This design comes from an exercise in tuning for small area and a short achievable clock period on the open sky130 flow, not from production work.
The RTL was checked by simulation tests, not by an equivalence proof against the original design.

==> flow/design.v (outline; a module is shown in full before it is edited, if it fits) <==
// module mul_signed_64: 4071 lines
// module add_128: 1422 lines
module mul_signed_64(
    input clk,
    input rst_n,
    input stb,
    input [63:0] din1,
    input [63:0] din2,
    output valid_out,
    output [127:0] dout
);
  // ...
==> flow/flow/run.sh <==
#!/bin/bash
set -euo pipefail
here=$(pwd)
orfs=$(grep -o 'WORK_HOME=[^ ]*' standard.sh | head -1 | cut -d= -f2 | tr -d "'")
res=$orfs/results/$FLOW_PLATFORM/mul_signed_64/base
bash standard.sh "$res/1_2_yosys.v" > "$here/synth.log" 2>&1
python3 flow/fa_polarity.py "$res/1_2_yosys.v" "$res/1_2_yosys.pol.v" > "$here/fa_polarity.log" 2>&1
mv "$res/1_2_yosys.pol.v" "$res/1_2_yosys.v"
bash standard.sh > "$here/layout.log" 2>&1
==> flow/flow/fa_polarity.py <==
#!/usr/bin/env python3
"""Remove inverters around full adders in a Yosys netlist.

A full adder is self-dual: FA(~a,~b,~c) = (~sum, ~carry). Yosys's extract_fa
leaves many inverters between full adders where ABC picked the other polarity.
This picks, for every full adder, whether to build it in true or complemented
form so that as few nets as possible need an inverter, then rewrites the netlist.
Registers and ports are untouched.

usage: fa_polarity.py IN.v OUT.v
"""
import re, sys
from collections import defaultdict

src = open(sys.argv[1]).read()
m = re.search(r'\bmodule\b.*?;\n', src, re.S)
mod_end = src.rindex('endmodule')
body = src[m.end():mod_end]

NET = r'(?:\\\S+ |[A-Za-z_][\w$]*(?:\[\d+\])?|\d+\'[bhd][0-9a-fA-FxXzZ]+)'
cell_re = re.compile(r'^\s*(sky130_fd_sc_hd__\w+)\s+(\S+(?: )?)\s*\((.*?)\);\n', re.S | re.M)
pin_re = re.compile(r'\.(\w+)\(\s*(' + NET + r')\s*\)')

# split body into cell statements and everything else
items = []   # ('text', str) or ('cell', type, name, [(pin, net)])
pos = 0
for cm in cell_re.finditer(body):
    if cm.start() > pos:
        items.append(('text', body[pos:cm.start()]))
    pins = pin_re.findall(cm.group(3))
    items.append(('cell', cm.group(1), cm.group(2), pins))
    pos = cm.end()
items.append(('text', body[pos:]))

ports = set()
for pm in re.finditer(r'^\s*(?:input|output)\s+(?:\[(\d+):(\d+)\]\s+)?(\S+);', body, re.M):
    name = pm.group(3)
    if pm.group(1):
        hi, lo = int(pm.group(1)), int(pm.group(2))
        for i in range(min(hi, lo), max(hi, lo) + 1):
            ports.add(f'{name}[{i}]')
    ports.add(name)
# assigns would hide loads: refuse to run on them
if re.search(r'^\s*assign\b', body, re.M):
    print('netlist has assign statements; leaving it unchanged', file=sys.stderr)
    open(sys.argv[2], 'w').write(src)
    sys.exit(0)

OUTPINS = {'X', 'Y', 'Q', 'Q_N', 'SUM', 'COUT', 'HI', 'LO'}
def is_inv(t): return re.match(r'sky130_fd_sc_hd__(inv|clkinv)_\d+$', t) is not None
def is_fa(t): return re.match(r'sky130_fd_sc_hd__(fa|xor2|xnor2)_\d+$', t) is not None
def is_x(t): return re.match(r'sky130_fd_sc_hd__(xor2|xnor2)_\d+$', t) is not None
XSWAP = {'xor2': 'xnor2', 'xnor2': 'xor2'}
def key(n): return n.strip()

inv_of = {}      # inverter output net -> input net
removable = []   # indexes of inverter items
for idx, it in enumerate(items):
    if it[0] == 'cell' and is_inv(it[1]):
        d = dict(it[3])
        y, a = key(d['Y']), key(d['A'])
        if y in ports:
            continue
        inv_of[y] = a
        removable.append(idx)

def lit(n):
    n = key(n); p = 0
    while n in inv_of:
        n = inv_of[n]; p ^= 1
    return n, p

fas = [idx for idx, it in enumerate(items) if it[0] == 'cell' and is_fa(it[1])]
fa_out = {}  # net -> fa index
for idx in fas:
    d = dict(items[idx][3])
    if is_x(items[idx][1]):
        fa_out[key(d.get('Y', d.get('X')))] = idx
    else:
        fa_out[key(d['SUM'])] = idx
        fa_out[key(d['COUT'])] = idx

# loads: list of (base, parity, owner_fa or None)
loads = defaultdict(list)  # base -> list of [parity, owner]
ltype = {}
removable_set = set(removable)
for idx, it in enumerate(items):
    if it[0] != 'cell' or idx in removable_set:
        continue
    for pin, net in it[3]:
        if pin in OUTPINS:
            continue
        b, p = lit(net)
        loads[b].append((p, idx if is_fa(it[1]) and not is_x(it[1]) else None))
        ltype[(b, len(loads[b])-1)] = it[1]
# port outputs driven by removable inverters? ports are loads too
for pnet in ports:
    pass  # outputs driven by inverters were excluded above; outputs driven directly need no change

flip = defaultdict(int)
def need_inv(b):
    # does base net b need an inverter given the flips?
    fb = flip[fa_out[b]] if b in fa_out else 0
    for p, owner in loads[b]:
        fo = flip[owner] if owner is not None else 0
        if p ^ fb ^ fo:
            return 1
    return 0

def nets_of(idx):
    d = dict(items[idx][3])
    s = set()
    if is_x(items[idx][1]):
        s.add(key(d.get('Y', d.get('X'))))
        return s
    for pin in ('A', 'B', 'CIN'):
        s.add(lit(d[pin])[0])
    s.add(key(d['SUM'])); s.add(key(d['COUT']))
    return s

fa_nets = {idx: nets_of(idx) for idx in fas}
before = sum(need_inv(b) for b in list(loads))
improved = True
rounds = 0
while improved and rounds < 50:
    improved = False; rounds += 1
    for idx in fas:
        ns = fa_nets[idx]
        c0 = sum(need_inv(b) for b in ns)
        flip[idx] ^= 1
        c1 = sum(need_inv(b) for b in ns)
        if c1 < c0:
            improved = True
        else:
            flip[idx] ^= 1
# simulated annealing on top of the greedy result
import random, math
rng = random.Random(1)
cur = sum(need_inv(b) for b in list(loads))
best = cur; best_flip = dict(flip)
T = 1.0
nmoves = 400000
for k in range(nmoves):
    T = 1.5 * (1 - k / nmoves) + 0.02
    idx = fas[rng.randrange(len(fas))]
    ns = fa_nets[idx]
    c0 = sum(need_inv(b) for b in ns)
    flip[idx] ^= 1
    c1 = sum(need_inv(b) for b in ns)
    d = c1 - c0
    if d <= 0 or rng.random() < math.exp(-d / T):
        cur += d
        if cur < best:
            best = cur; best_flip = dict(flip)
    else:
        flip[idx] ^= 1
flip.clear(); flip.update(best_flip)
after = sum(need_inv(b) for b in list(loads))
print(f'inverters: {len(removable)} removable, nets needing one {before} -> {after}, '
      f'{sum(flip.values())} of {len(fas)} full adders flipped', file=sys.stderr)

# rewrite
invnet = {}
new_cells = []
def get_net(b, want):
    # net carrying value (base b) ^ want, where base already accounts for flips
    if not want:
        return b
    if b not in invnet:
        n = f'fapol_n{len(invnet)}'
        invnet[b] = n
        new_cells.append(n)
    return invnet[b]

out = []
for idx, it in enumerate(items):
    if it[0] == 'text':
        out.append(it[1]); continue
    if idx in removable_set:
        continue
    t, name, pins = it[1], it[2], it[3]
    fo = flip[idx] if is_fa(t) and not is_x(t) else 0
    if is_x(t) and flip[idx]:
        mm = re.match(r'sky130_fd_sc_hd__(xor2|xnor2)_(\d+)$', t)
        t = f'sky130_fd_sc_hd__{XSWAP[mm.group(1)]}_{mm.group(2)}'
        pins = [({'X': 'Y', 'Y': 'X'}[p] if p in ('X', 'Y') else p, n) for p, n in pins]
    conns = []
    for pin, net in pins:
        if pin in OUTPINS:
            conns.append((pin, net.strip() if not net.startswith('\\') else net))
            continue
        b, p = lit(net)
        fb = flip[fa_out[b]] if b in fa_out else 0
        n = get_net(b, p ^ fb ^ fo)
        conns.append((pin, n))
    def fmt(n):
        return n if not n.startswith('\\') else (n if n.endswith(' ') else n + ' ')
    out.append(f'  {t} {name.strip()}{" " if name.strip().startswith(chr(92)) else ""} (\n' +
               ',\n'.join(f'    .{p}({fmt(n)})' for p, n in conns) + '\n  );\n')
decls = ''.join(f'  wire {n};\n' for n in invnet.values())
cells = ''.join(f'  sky130_fd_sc_hd__inv_1 fapol_i{i} (\n    .A({b if not b.startswith(chr(92)) else b + " "}),\n    .Y({n})\n  );\n'
                for i, (b, n) in enumerate(invnet.items()))
res = src[:m.end()] + decls + ''.join(out) + cells + src[mod_end:]
open(sys.argv[2], 'w').write(res)
print(f'wrote {len(invnet)} inverters', file=sys.stderr)
if len(sys.argv) > 3:
    from collections import Counter
    drv = {}
    for idx, it in enumerate(items):
        if it[0] == 'cell':
            for pin, net in it[3]:
                if pin in OUTPINS: drv[key(net)] = it[1].replace('sky130_fd_sc_hd__', '')
    c = Counter(); cl = Counter()
    for b in invnet:
        c[drv.get(b, 'port')] += 1
        fb = flip[fa_out[b]] if b in fa_out else 0
        for j, (p, owner) in enumerate(loads[b]):
            fo = flip[owner] if owner is not None else 0
            if p ^ fb ^ fo:
                cl[drv.get(b, 'port') + '->' + ltype[(b, j)].replace('sky130_fd_sc_hd__', '')] += 1
    print(c.most_common(10), cl, file=sys.stderr)
==> flow/standard.sh <==
#!/bin/bash
# synth_recipe.tcl (not shown) runs the flow's synth.tcl, then flattens the netlist and writes it again
# the make line also repeats each setting of config.mk as NAME=value (left out here)
make -C /OpenROAD-flow-scripts/flow DESIGN_CONFIG=/design/flow/config.mk WORK_HOME=/design/flow/orfs CLKGATE_MAP_FILE= SYNTH_SCRIPT=/design/flow/synth_recipe.tcl "${@:-finish}"
==> flow/config.mk <==
export PLATFORM = sky130hd
export DESIGN_NAME = mul_signed_64
export DESIGN_NICKNAME = mul_signed_64
export VERILOG_FILES = /design/flow/design.v
export SDC_FILE = /design/flow/constraint.sdc
export NUM_CORES = 4
export LEC_CHECK = 0
export ABC_AREA = 1
export CAP_MARGIN = 20
export CORE_MARGIN = 2
export CORE_UTILIZATION = 40
export SETUP_SLACK_MARGIN = 2.3
export SLEW_MARGIN = 20
==> flow/constraint.sdc <==
create_clock -name core_clock -period 5.5 [get_ports {clk}]
set_input_delay 1.1000 -clock core_clock [delete_from_list [all_inputs] [get_ports {clk}]]
set_output_delay 1.1000 -clock core_clock [all_outputs]
set_load 0.01 [all_outputs]
==> impl_metrics.py, run 1 <==
metrics = {
    "run_status": {
        "status": "finished clean",
    },
    "finish": {
        "inv_count": 948,
        "final_common_cell": "o22ai_1",
        "share_of_cell_area_taken_by_multi_input_logic_gates_pct": 61.40,
        "final-seq-area_mm2": 0.02823,
    },
    "cts": {
        "clock_latency_ns": 0.90,
        "tritoncts.num_buffers": 173,
        "cts_post_setup_buffers_inserted": 35,
    },
    "global_routing": {
        "met2_usage_pct": 54.06,
        "first_global_vias": 105275,
        "maximum_number_of_pins_on_one_net_before_global_route_repair": 65,
    },
    "floorplanning": {
        "io-pin-count": 260,
        "core.rowCount": 198,
        "initial_core_util_pct": 40.12,
    },
    "flow_run": {
        "maxCapViolCount": 0,
    },
    "setup_path": {
        "cp-endpoint": "r2[500]",
        "timing.rr.end": "r7[77]",
        "rrSetupSlack_ns": 2.16,
        "setup.worst_path.start_class": "input pin",
    },
    "placement": {
        "post_dp_cell_area_mm2": 0.1243,
        "numPortBuffers": 259,
    },
    "timing": {
        "fmaxAchievable_ghz": 0.2938,
        "fin_ws_ns": 2.096,
    },
    "synth": {
        "syn_area_per_cell_um2": 9.897,
        "synth-warning-count": 1,
    },
}
==> run 2, diff against run 1 <==
--- a/flow/flow/run.sh
+++ b/flow/flow/run.sh
@@ -1,5 +1,7 @@
 #!/bin/bash
 set -euo pipefail
+# port buffers: a plain buffer instead of the delay cell buffer_ports picks by default
+export BUFFER_PORTS_ARGS="-buffer_cell sky130_fd_sc_hd__buf_2"
 here=$(pwd)
 orfs=$(grep -o 'WORK_HOME=[^ ]*' standard.sh | head -1 | cut -d= -f2 | tr -d "'")
 res=$orfs/results/$FLOW_PLATFORM/mul_signed_64/base
--- a/flow/config.mk
+++ b/flow/config.mk
@@ -8,6 +8,6 @@
 export ABC_AREA = 1
 export CAP_MARGIN = 20
 export CORE_MARGIN = 2
-export CORE_UTILIZATION = 40
-export SETUP_SLACK_MARGIN = 2.3
+export CORE_UTILIZATION = 45
+export SETUP_SLACK_MARGIN = 2.8
 export SLEW_MARGIN = 20
==> impl_metrics.py, run 2 <==
metrics = {
    "synth": {
        "mapped_nets": 13958,
        "syn_area_per_cell_um2": 9.897,
        "synth-warning-count": 1,
        "syn_inst": 11759,
        "mappedNetlistArea_mm2": 0.1164,
    },
    "floorplanning": {
        "die_height_um": 512.5,
        "core.rowCount": 186,
        "die_width_um": 512.5,
        "io-pin-count": 260,
        "initial_core_util_pct": 45.29,
    },
    "cts": {
        "htree_num_levels": 4,
        "ctsLongestPathBuffers": 3,
        "tritoncts.num_buffers": 163,
        "cts-root-buf": "clkbuf_16",
    },
    "placement": {
        "place_worst_setup_slack_ns": 0.9082,
        "gp_congestion": 1.020,
        "dp_hpwl_um": 385000,
        "numPortBuffers": 259,
        "place.detailed.instances": 14771,
    },
    "run_status": {
        "status": "aborted with a tool error",
        "firstError": "[ERROR GRT-0232] Routing congestion too high. Check the congestion heatmap in the GUI.",
        "failed_at": "5_1_grt",
    },
    "global_routing": {
        "maximum_number_of_pins_on_one_net_before_global_route_repair": 65,
    },
}
run 2: per-stage QoR:
stage,hold WS (ns),instance area [um^2],utilization [%]
after detailed placement,0.3135,125700,48.91
after global placement,0.3140,125700,48.91
after CTS,0.3102,141700,55.14
after floorplan,0.3096,121700,-
run 2: worst max path at each step:
stage	slack (ns)	endpoint	cells past startpoint
after CTS	2.21	r7[192]	5
after detailed placement	0.91	r2[156]	8
after global placement	0.65	r2[111]	10
after floorplan	2.28	r2[871]	9
run 2: what timing repair did:
action                                 in CTS
cloned                                    126
endpoints found under the hold margin       3
pin swaps                                 333
setup buffers                             241
gates resized for setup                  1121
setup endpoints to repair                1184
hold buffers                                1
==> run 3, diff against run 2 <==
--- a/flow/config.mk
+++ b/flow/config.mk
@@ -9,5 +9,5 @@
 export CAP_MARGIN = 20
 export CORE_MARGIN = 2
 export CORE_UTILIZATION = 45
-export SETUP_SLACK_MARGIN = 2.8
+export SETUP_SLACK_MARGIN = 2.4
 export SLEW_MARGIN = 20
==> impl_metrics.py, run 3 <==
metrics = {
    "run_status": {
        "status": "finished clean",
    },
    "timing": {
        "final.setup_skew_ns": 0.05878,
        "timing.final.crit_period_ns": 3.323,
        "setup_violations": 0,
        "post-route-period-util_pct": 60.42,
        "relSlewSlack_pct": 11.52,
        "drv_slew": 0,
        "rsz0062_at_grt": "true",
        "tns_ns": 0,
        "max_slew.worst_pin.slew_ns": 1.327,
        "fmaxAchievable_ghz": 0.3009,
        "hold_viol": 0,
    },
    "cts": {
        "cts_tree": "built",
        "cts-root-buf": "clkbuf_16",
        "clock_latency_ns": 0.90,
        "ctsLongestPathBuffers": 4,
        "htree_num_levels": 4,
        "tritoncts.num_buffers": 173,
        "cts_sinks": 1409,
        "clock_pin_slew_worst_setup_and_hold_paths_ns": 0.06,
    },
    "setup_path": {
        "r2r_path_start": "r2[254]",
        "worst-path-max-fanout": 1,
        "setup.worst_path.start_class": "flip-flop",
        "worst_path_most_repeated_cell": "fa_1",
        "critPathKind": "reg -> reg",
        "critical_path.endpoint_type": "flip-flop",
        "cp-startpoint": "r2[254]",
        "cp_data_arrival_time_ns": 4.08,
        "critical_path.cell_chain": "fa_1 > fa_1 > fa_1 > fa_2 > fa_2",
        "cpPeakStageDelay_ns": 0.79,
        "cp_slowest_cell": "fa_2",
        "rr_worst_depth": 5,
        "data_required_time_of_the_worst_path_ns": 6.25,
    },
    "synth": {
        "mapped_nets": 13958,
        "syn_inst": 11759,
        "synth-warning-count": 1,
        "syn_area_per_cell_um2": 9.897,
        "mappedNetlistArea_mm2": 0.1164,
    },
    "finish": {
        "largest_register_ffs": 1024,
        "final_common_cell": "o22ai_1",
        "synthToLayoutAreaGrowth_pct": 13.02,
        "max_flop_register": "r2",
        "leading_cell_types_in_the_layout_fill_and_taps_excluded": "o22ai_1 (1,883), fa_1 (1,693), nand2_1 (1,374)",
        "filler_cell_count": 23192,
        "reg_top3": "r2 x1024, r7 x254, dout_r x128",
        "design.final.nets": 13842,
        "final_cell_count_without_fillers": 15211,
        "layout-drive-gt1-share_pct": 14.18,
    },
    "detailed_routing": {
        "wl_per_cell_um": 38.05,
        "ant_nets": 0,
        "drt_iter0_drc": 16131,
        "detail_route.wirelength_um": 578800,
        "drt_pass1_iterations": 9,
        "dr_total_vias": 101714,
        "drc": 0,
        "viasPerCell": 6.687,
    },
    "worst_hold_path": {
        "worstHoldPathType": "in -> reg",
        "worstHoldStart": "stb",
        "holdPathStages": 1,
    },
    "placement": {
        "place.detailed.instances": 14764,
        "dp_hpwl_um": 379100,
        "gp_congestion": 1.004,
        "numPortBuffers": 259,
    },
    "floorplanning": {
        "core.rowCount": 186,
        "fp.coreArea_mm2": 0.2569,
        "floorplan.die_area_mm2": 0.2627,
        "die_height_um": 512.5,
        "die_width_um": 512.5,
        "io-pin-count": 260,
        "initial_core_util_pct": 45.29,
    },
    "global_routing": {
        "first_global_vias": 103513,
        "antenna_violations_before_repair": 63,
        "grt_pass1_wl_um": 783600,
        "maximum_number_of_pins_on_one_net_before_global_route_repair": 65,
        "gr-usage-all-layers_pct": 42.40,
        "grt_remaining_overflow": 0,
    },
    "flow_run": {
        "maxCapViolCount": 0,
    },
}
-- run 3: final cells by class --
type	count	area, um^2	area share [%]
Sequential cell	1409	28270	21.49
Tap cell	3384	4234	3.219
Timing Repair Buffer	706	6779	5.154
Multi-Input combinational cell	8405	82730	62.90
Antenna cell	61	152.6	0.1161
Clock buffer	215	4767	3.624
Clock inverter	83	954.7	0.7258
Inverter	948	3642	2.769
-- run 3: final timing paths --
check,to,slack (ns)
worst min-delay path,vld[0],0.31
worst max-delay path,r7[81],2.18
worst max register to register,r7[81],2.18
worst min register to register,r7[0],0.32
min in group asynchronous,vld[1],0.52
max in group asynchronous,vld[0],4.87
-- run 3: metal layers --
layer	vias up	GRT usage, %	share of wire, %
li1	38308	-	-
met1	49742	49.57	34
met2	10350	59.25	39
met3	3246	23.11	18
met4	68	28.30	9.2
met5	-	1.808	0.17
-- run 3: repair_timing --
| action | 4_1_cts | 5_1_grt |
|---|---|---|
| pin swaps | 28 | 27 |
| gates resized for setup | 162 | 154 |
| endpoints found under the setup margin | 921 | 442 |
| cloned | 8 | 13 |
| buffers inserted | 44 | 22 |
| endpoints found under the hold margin | 3 | 0 |
| hold buffers | 1 | 0 |
-- run 3: critical path, delay by kind of cell, from the launching register on --
kind                       cells  cell delay [ns]
adders and majority gates      5             2.77
DFF                            1             0.43
-- run 3: through the flow --
step           cell area [um^2]  worst slack [ns]  utilization, %  hold WS [ns]
4_1_cts                  130400             2.298           50.75        0.2739
6_report                 131500             2.177           51.19        0.3142
2_1_floorplan            119400             2.281               -        0.3096
5_1_grt                  131500             2.151           51.17        0.2804
3_3_place_gp             123500            0.8019           48.06        0.3136
3_5_place_dp             123500            0.7756           48.06        0.3135

afterwards: timing with drivers on the ports:
The results above use ideal ports. As a check the final layouts listed here were re-extracted and re-timed, cells and wires unchanged. Step 1 sets driving cells, clkbuf_16 on the clock port and buf_2 on the other inputs (assumed; they add their load-dependent delay and slew). Step 2 adds t to the input delays and takes it off the output delays; t is the mean of the earliest and latest rising clock arrival at the registers after step 1. Input paths then give back, and output paths get back, about the clock's delay inside the block. Slacks: no drivers / after step 1 / after step 2; pairs: no drivers / after step 1.
run	shift t [ns]	slack for setup (ns)	clock arrival spread, ns	worst register clock-pin slew, ns
run 1	0.963	2.096 / 2.017 / 1.054	0.084 / 0.083	0.07 / 0.07
run 3	0.980	2.177 / 2.177 / 1.276	0.065 / 0.065	0.07 / 0.07
After both steps every run listed still meets setup and hold. The setup slack of run 1, which loses most, moves by -0.079 ns with the drivers and by -1.042 ns with both steps.
